Background: an optimization exercise with open tools, aiming at small area, a short achievable clock period and few clock cycles per item. Do not read the settings as production practice.
Where RTL was checked, it was by simulation tests only, not by an equivalence proof against the original.
Power and IR drop assume default switching activity.

Setup of alpha:
==> flow/design.v <==
`timescale 1ns / 1ps
module input_buffer #(
    parameter N = 15
)(
    input              i_clk,
    input      [7:0]   i_mem_pixel,
    output reg [N*8-1:0] o_taps
);
    always @(posedge i_clk) begin
        o_taps <= {o_taps[(N-1)*8-1:0], i_mem_pixel};
    end
endmodule
`timescale 1ns / 1ps
module image_filter #(
    parameter H = 6
)(
    input                i_clk,
    input                i_start,          
    input      [1:0]     i_filter_type,    
    input      [(2*H+1)*8-1:0] i_taps,
    output reg [7:0]     o_filtered_pixel
);
    reg ident, sharp, edged, blur;
    always @(posedge i_clk) begin
        if (i_start) begin
            ident <= (i_filter_type == 2'd0);
            sharp <= (i_filter_type == 2'd1);
            edged <= (i_filter_type == 2'd2);
            blur  <= (i_filter_type == 2'd3);
        end
    end
    wire [7:0] p01 = i_taps[(  H+2)*8 +: 8];
    wire [7:0] p20 = i_taps[(2*H  )*8 +: 8];
    wire [7:0] p21 = i_taps[(  H  )*8 +: 8];
    wire [7:0] p22 = i_taps[(    0)*8 +: 8];
    wire [8:0] q  = p20 + p22;
    wire [8:0] r  = p01 + p21;
    reg  [8:0] q1, q2;               
    reg  [9:0]  x1, d1;
    wire [12:0] s2;
    wire [7:0]  c1 = ident ? i_taps[1*8 +: 8] : i_taps[(H+2)*8 +: 8];
    wire [12:0] opa = blur  ? {2'b0, c1, 3'b111} :
                      edged ? {2'b0, c1, 3'b010} :
                      sharp ? {3'b0, c1, 2'b01}  : {5'b0, c1};
    wire [12:0] opb = blur  ? {2'b0, x1, 1'b0} :
                      ident ? 13'd0 : ~{3'b0, x1};
    wire [12:0] ope = blur  ? {3'b0, d1} :
                      edged ? ~{3'b0, d1} :
                      sharp ? {5'b0, c1} : 13'd0;
    wire [12:0] css = opa ^ opb ^ ope;
    wire [12:0] csc = {(opa[11:0] & opb[11:0]) | (opa[11:0] & ope[11:0]) | (opb[11:0] & ope[11:0]), blur};
    assign s2 = css + csc;
    reg  [7:0]  clamped;
    always @(*) begin
        if (blur)
            clamped = s2[12] ? 8'hff : s2[11:4];
        else if (s2[12])
            clamped = 8'h00;
        else if (|s2[11:8])
            clamped = 8'hff;
        else
            clamped = s2[7:0];
    end
    always @(posedge i_clk) begin
        q1 <= q;
        q2 <= q1;
        x1 <= r + q1;
        d1 <= q + q2;
        o_filtered_pixel <= clamped;
    end
endmodule
`timescale 1ns / 1ps
module gpu_arithmetic #(
    parameter PIXEL_WIDTH           = 8,
    parameter H                     = 6
)(
    input                      i_clk,
    input   [PIXEL_WIDTH-1:0]  i_mem_pixel,
    input                      i_start,
    input   [1:0]              i_filter_type,
    output  [PIXEL_WIDTH-1:0]  o_filtered_pixel
);
    localparam N = 2*H + 1;                  
    wire [N*8-1:0] taps;
    input_buffer #(
        .N                  (N                  )
    ) i_input_buffer (
        .i_clk              (i_clk              ),
        .i_mem_pixel        (i_mem_pixel        ),
        .o_taps             (taps               )
    );
    image_filter #(
        .H                  (H                  )
    ) i_image_filter (
        .i_clk              (i_clk              ),
        .i_start            (i_start            ),
        .i_filter_type      (i_filter_type      ),
        .i_taps             (taps               ),
        .o_filtered_pixel   (o_filtered_pixel   )
    );
endmodule
`timescale 1ns / 1ps
module gpu_controller #(
    parameter ZP_IMAGE_WIDTH        = 34,
    parameter ZP_IMAGE_HEIGHT       = 34,
    parameter H                     = 6
)(
    input               i_clk,
    input               i_nrst,
    input               i_start_pulse,
    input      [1:0]    i_filter_type,
    output     [17:0]   o_mem_addr,
    output reg          o_wstb,
    output reg          o_finish_pulse,
    output     [17:0]   o_filtered_addr
);
    localparam W    = ZP_IMAGE_WIDTH;
    localparam OW   = ZP_IMAGE_WIDTH - 2;
    localparam R    = H - 2;                 
    localparam AB   = 11;                    
    reg  [2:0]     kl;
    reg  [5:0]     xl;
    reg  [2:0]     s;
    reg  [AB-1:0]  addr;
    reg            not_ident;        
    reg            active;           
    wire ident   = !not_ident;
    wire       kl_end   = (kl == R-1);           
    wire       xl_end   = (xl == OW-1);          
    wire [2:0] kl_first = ident ? 3'd0 : 3'd6;   
    wire [5:0] xl_first = ident ? 6'd0 : 6'd62;  
    reg  [2:0] kl_next;
    reg  [5:0] xl_next;
    reg  [2:0] s_next;
    always @(*) begin
        kl_next = kl + 1'b1;
        xl_next = xl;
        s_next  = s;
        if (kl_end) begin
            kl_next = kl_first;
            xl_next = xl + 1'b1;
            if (xl_end) begin
                xl_next = xl_first;
                s_next  = s + 1'b1;
            end
        end
    end
    wire last       = (s == 3'd7) && xl_end && kl_end;    
    wire last_next  = !i_start_pulse && (s_next == 3'd7) && (xl_next == OW-1) && (kl_next == R-1);
    wire write_next = !i_start_pulse && !kl_next[2] && !xl_next[5];
    wire active_next = i_start_pulse || (active && !last);
    wire rk_end = (kl == 3'd0);
    wire rx_end = xl_end;
    localparam [AB-1:0] STEP_ROW   = W;
    localparam [AB-1:0] STEP_COL_N = 1 - (H-1)*W;
    localparam [AB-1:0] STEP_COL_I = 1 - (R-1)*W;
    localparam [AB-1:0] STEP_STR_N = -W - (W-1);
    localparam [AB-1:0] STEP_STR_I = W - (OW-1);
    reg [AB-1:0] step;
    always @(*) begin
        if (!rk_end)      step = STEP_ROW;
        else if (!rx_end) step = ident ? STEP_COL_I : STEP_COL_N;
        else              step = ident ? STEP_STR_I : STEP_STR_N;
    end
    wire start_ident = (i_filter_type == 2'd0);
    assign o_mem_addr      = {{(18-AB){1'b0}}, addr};
    assign o_filtered_addr = {8'd0, s, kl[1:0], xl[4:0]};
    always @(posedge i_clk or negedge i_nrst) begin
        if (!i_nrst) begin
            active         <= 1'b0;
            o_wstb         <= 1'b0;
            o_finish_pulse <= 1'b0;
        end else begin
            active         <= active_next;
            o_wstb         <= active_next && write_next;
            o_finish_pulse <= active_next && last_next;
        end
    end
    always @(posedge i_clk) begin
        if (i_start_pulse) begin
            not_ident <= !start_ident;
            kl        <= 3'd1;
            xl        <= start_ident ? 6'd63 : 6'd61;
            s         <= 3'd0;
            addr      <= start_ident ? W + 1 : 0;
        end else begin
            kl        <= kl_next;
            xl        <= xl_next;
            s         <= s_next;
            addr      <= addr + step;
        end
    end
endmodule
`timescale 1ns / 1ps
module mini_gpu #(
    parameter PIXEL_WIDTH           = 8,
    parameter ADDR_WIDTH            = 18,
    parameter FILTER_WIDTH          = 2,
    parameter ARRAY_WIDTH           = 4,
    parameter ZP_IMAGE_WIDTH        = 34,
    parameter ZP_IMAGE_HEIGHT       = 34
)(
    input                      i_clk,
    input                      i_nrst,
    input   [PIXEL_WIDTH-1:0]  i_mem_pixel,
    output  [ADDR_WIDTH-1 :0]  o_mem_addr,
    input                      i_start_pulse,
    input   [FILTER_WIDTH-1:0] i_filter_type,
    output                     o_finish_pulse,
    output                     o_filtered_wstb,
    output  [ADDR_WIDTH-1 :0]  o_filtered_addr,
    output  [PIXEL_WIDTH-1:0]  o_filtered_pixel
);
    localparam H = 6;                        
    gpu_controller #(
        .ZP_IMAGE_WIDTH     (ZP_IMAGE_WIDTH     ),
        .ZP_IMAGE_HEIGHT    (ZP_IMAGE_HEIGHT    ),
        .H                  (H                  )
    ) i_gpu_controller (
        .i_clk              (i_clk              ),
        .i_nrst             (i_nrst             ),
        .i_start_pulse      (i_start_pulse      ),
        .i_filter_type      (i_filter_type      ),
        .o_mem_addr         (o_mem_addr         ),
        .o_wstb             (o_filtered_wstb    ),
        .o_finish_pulse     (o_finish_pulse     ),
        .o_filtered_addr    (o_filtered_addr    )
    );
    gpu_arithmetic #(
        .PIXEL_WIDTH        (PIXEL_WIDTH        ),
        .H                  (H                  )
    ) i_gpu_arithmetic (
        .i_clk              (i_clk              ),
        .i_mem_pixel        (i_mem_pixel        ),
        .i_start            (i_start_pulse      ),
        .i_filter_type      (i_filter_type      ),
        .o_filtered_pixel   (o_filtered_pixel   )
    );
endmodule
clock: 20.0 ns
lec_check: 0
cap_margin: 20
core_margin: 2
core_utilization: 50
slew_margin: 20
standard.sh (not shown) runs the stock make flow with config.mk's settings and CLKGATE_MAP_FILE= SYNTH_SCRIPT=/design/flow/synth_recipe.tcl, a recipe that flattens the netlist after the stock synthesis.
==> flow/flow/run.sh <==
#!/bin/bash
# Standard layout, with plain buffers on the ports, a lighter clock tree, and
# stronger cells on the output paths (flow/pre_dpl.tcl, before detailed
# placement).
set -euo pipefail
bash standard.sh \
  "BUFFER_PORTS_ARGS=-buffer_cell sky130_fd_sc_hd__buf_1" \
  "CTS_ARGS=-sink_clustering_enable -repair_clock_nets -dont_use_dummy_load -buf_list sky130_fd_sc_hd__clkbuf_8 -root_buf sky130_fd_sc_hd__clkbuf_16 -sink_clustering_size 16 -sink_clustering_max_diameter 150" \
  "PRE_DETAIL_PLACE_TCL=$PWD/flow/pre_dpl.tcl" \
  SKIP_REPAIR_TIE_FANOUT=1 \
  finish > standard.log 2>&1
==> flow/flow/pre_dpl.tcl <==
# Before detailed placement: give the output ports stronger port buffers and
# stronger flip-flops to drive them (same cells, higher drive strength).
set up {
  sky130_fd_sc_hd__buf_1   sky130_fd_sc_hd__buf_2
  sky130_fd_sc_hd__dfxtp_1 sky130_fd_sc_hd__dfxtp_2
  sky130_fd_sc_hd__dfrtp_1 sky130_fd_sc_hd__dfrtp_2
}
# flip-flops that also drive logic of their own
set up4 {
  sky130_fd_sc_hd__dfxtp_1 sky130_fd_sc_hd__dfxtp_4
  sky130_fd_sc_hd__dfrtp_1 sky130_fd_sc_hd__dfrtp_4
}
proc driver_of {net} {
  foreach pin [get_pins -quiet -of_objects $net] {
    if {[get_property $pin direction] == "output"} { return [get_cells -of_objects $pin] }
  }
  return ""
}
set n 0
foreach port [get_ports *] {
  if {[get_property $port direction] != "output"} continue
  set buf [driver_of [get_nets [get_full_name $port]]]
  if {$buf == ""} continue
  set ref [get_property $buf ref_name]
  if {![dict exists $up $ref]} continue
  replace_cell [get_full_name $buf] [dict get $up $ref]
  incr n
  set ff [driver_of [get_nets -of_objects [get_pins [get_full_name $buf]/A]]]
  if {$ff == ""} continue
  set fref [get_property $ff ref_name]
  set loads [llength [get_pins -quiet -of_objects [get_nets -of_objects [get_pins [get_full_name $buf]/A]]]]
  if {$loads > 3 && [dict exists $up4 $fref]} {
    replace_cell [get_full_name $ff] [dict get $up4 $fref]
    incr n
  } elseif {[dict exists $up $fref]} {
    replace_cell [get_full_name $ff] [dict get $up $fref]
    incr n
  }
}
puts "pre_dpl: resized $n cells"
Testbench counts of alpha, summed over its fixed seeds: cycles 35,616, frames 24.
Changes in beta relative to alpha:
diff --git a/flow/design.v b/flow/design.v
--- a/flow/design.v
+++ b/flow/design.v
@@ -19,7 +19,9 @@
     input      [1:0]     i_filter_type,    
     input      [(2*H+1)*8-1:0] i_taps,
-    output reg [7:0]     o_filtered_pixel
+    output reg [7:0]     o_filtered_pixel,
+    output               o_ident           
 );
     reg ident, sharp, edged, blur;
+    assign o_ident = ident;
     always @(posedge i_clk) begin
         if (i_start) begin
@@ -39,5 +41,5 @@
     reg  [9:0]  x1, d1;
     wire [12:0] s2;
-    wire [7:0]  c1 = ident ? i_taps[1*8 +: 8] : i_taps[(H+2)*8 +: 8];
+    wire [7:0]  c1 = i_taps[(H+2)*8 +: 8];
     wire [12:0] opa = blur  ? {2'b0, c1, 3'b111} :
                       edged ? {2'b0, c1, 3'b010} :
@@ -79,5 +81,6 @@
     input                      i_start,
     input   [1:0]              i_filter_type,
-    output  [PIXEL_WIDTH-1:0]  o_filtered_pixel
+    output  [PIXEL_WIDTH-1:0]  o_filtered_pixel,
+    output                     o_ident
 );
     localparam N = 2*H + 1;                  
@@ -97,5 +100,6 @@
         .i_filter_type      (i_filter_type      ),
         .i_taps             (taps               ),
-        .o_filtered_pixel   (o_filtered_pixel   )
+        .o_filtered_pixel   (o_filtered_pixel   ),
+        .o_ident            (o_ident            )
     );
 endmodule
@@ -110,4 +114,5 @@
     input               i_start_pulse,
     input      [1:0]    i_filter_type,
+    input               i_ident,         
     output     [17:0]   o_mem_addr,
     output reg          o_wstb,
@@ -123,7 +128,6 @@
     reg  [2:0]     s;
     reg  [AB-1:0]  addr;
-    reg            not_ident;        
     reg            active;           
-    wire ident   = !not_ident;
+    wire ident   = i_ident;
     wire       kl_end   = (kl == R-1);           
     wire       xl_end   = (xl == OW-1);          
@@ -150,6 +154,6 @@
     wire write_next = !i_start_pulse && !kl_next[2] && !xl_next[5];
     wire active_next = i_start_pulse || (active && !last);
-    wire rk_end = (kl == 3'd0);
-    wire rx_end = xl_end;
+    wire rk_end = ident ? (kl == 3'd1) : (kl == 3'd0);
+    wire rx_end = ident ? (xl == OW-3) : xl_end;
     localparam [AB-1:0] STEP_ROW   = W;
     localparam [AB-1:0] STEP_COL_N = 1 - (H-1)*W;
@@ -179,7 +183,6 @@
     always @(posedge i_clk) begin
         if (i_start_pulse) begin
-            not_ident <= !start_ident;
-            kl        <= 3'd1;
-            xl        <= start_ident ? 6'd63 : 6'd61;
+            kl        <= start_ident ? 3'd2 : 3'd1;
+            xl        <= 6'd61;
             s         <= 3'd0;
             addr      <= start_ident ? W + 1 : 0;
@@ -213,4 +216,5 @@
 );
     localparam H = 6;                        
+    wire       ident;                        
     gpu_controller #(
         .ZP_IMAGE_WIDTH     (ZP_IMAGE_WIDTH     ),
@@ -222,4 +226,5 @@
         .i_start_pulse      (i_start_pulse      ),
         .i_filter_type      (i_filter_type      ),
+        .i_ident            (ident              ),
         .o_mem_addr         (o_mem_addr         ),
         .o_wstb             (o_filtered_wstb    ),
@@ -235,5 +240,6 @@
         .i_start            (i_start_pulse      ),
         .i_filter_type      (i_filter_type      ),
-        .o_filtered_pixel   (o_filtered_pixel   )
-    );
-endmodule
+        .o_filtered_pixel   (o_filtered_pixel   ),
+        .o_ident            (ident              )
+    );
+endmodule
==> comparison <==
- Side by side, clock-pin transition on the worst setup and hold timing paths turned out lower in beta than in alpha.
- Higher relative area change from synthesis to final layout goes to alpha over beta.
- Compared with alpha, beta instantiates a larger number of cells.
- beta has portion of total power attributed to the clock network below what alpha had.
- alpha -> beta: initial DRC count increased by more than half
- Finished layout cell area (lower): alpha
- Setup slack: beta more than alpha
- Between alpha and beta, the met1 wire length does not differ in any meaningful way.
- Compared to alpha, beta has first-pass iteration count of the detailed router 1 lower.
- Total power of beta is higher than that of alpha.
- [beta vs alpha] remaining max-slew budget at the tightest pin: higher in beta
- Compared to alpha, beta was floorplanned on a bigger die.
Function not checked in beta: the RTL went through the layout flow alone.

-- port drivers added, routing unchanged --
Ports are ideal in the flow. The routed layouts listed here were re-timed in OpenROAD.
Step 1, drivers: a clkbuf_16 drives i_clk and a buf_2 each remaining input, both assumed.
Step 2 times the ports against the registers' clock, not the clock port: input delays grow and output delays shrink by t, the midpoint of the rising clock arrivals with the driver on.
Slacks: ideal ports / drivers / drivers and shift; pairs: ideal ports / drivers.
| run | t (ns) | setup WS [ns] | hold WS [ns] | latest minus earliest clock arrival (ns) | cell pins on the clock port's net |
|---|---|---|---|---|---|
| alpha | 0.400 | 15.077 / 15.038 / 15.191 | 0.316 / 0.316 / 0.316 | 0.045 / 0.044 | 1 |
| beta | 0.398 | 15.104 / 15.064 / 15.107 | 0.318 / 0.318 / 0.318 | 0.040 / 0.040 | 1 |
After both steps every run listed still meets setup and hold.
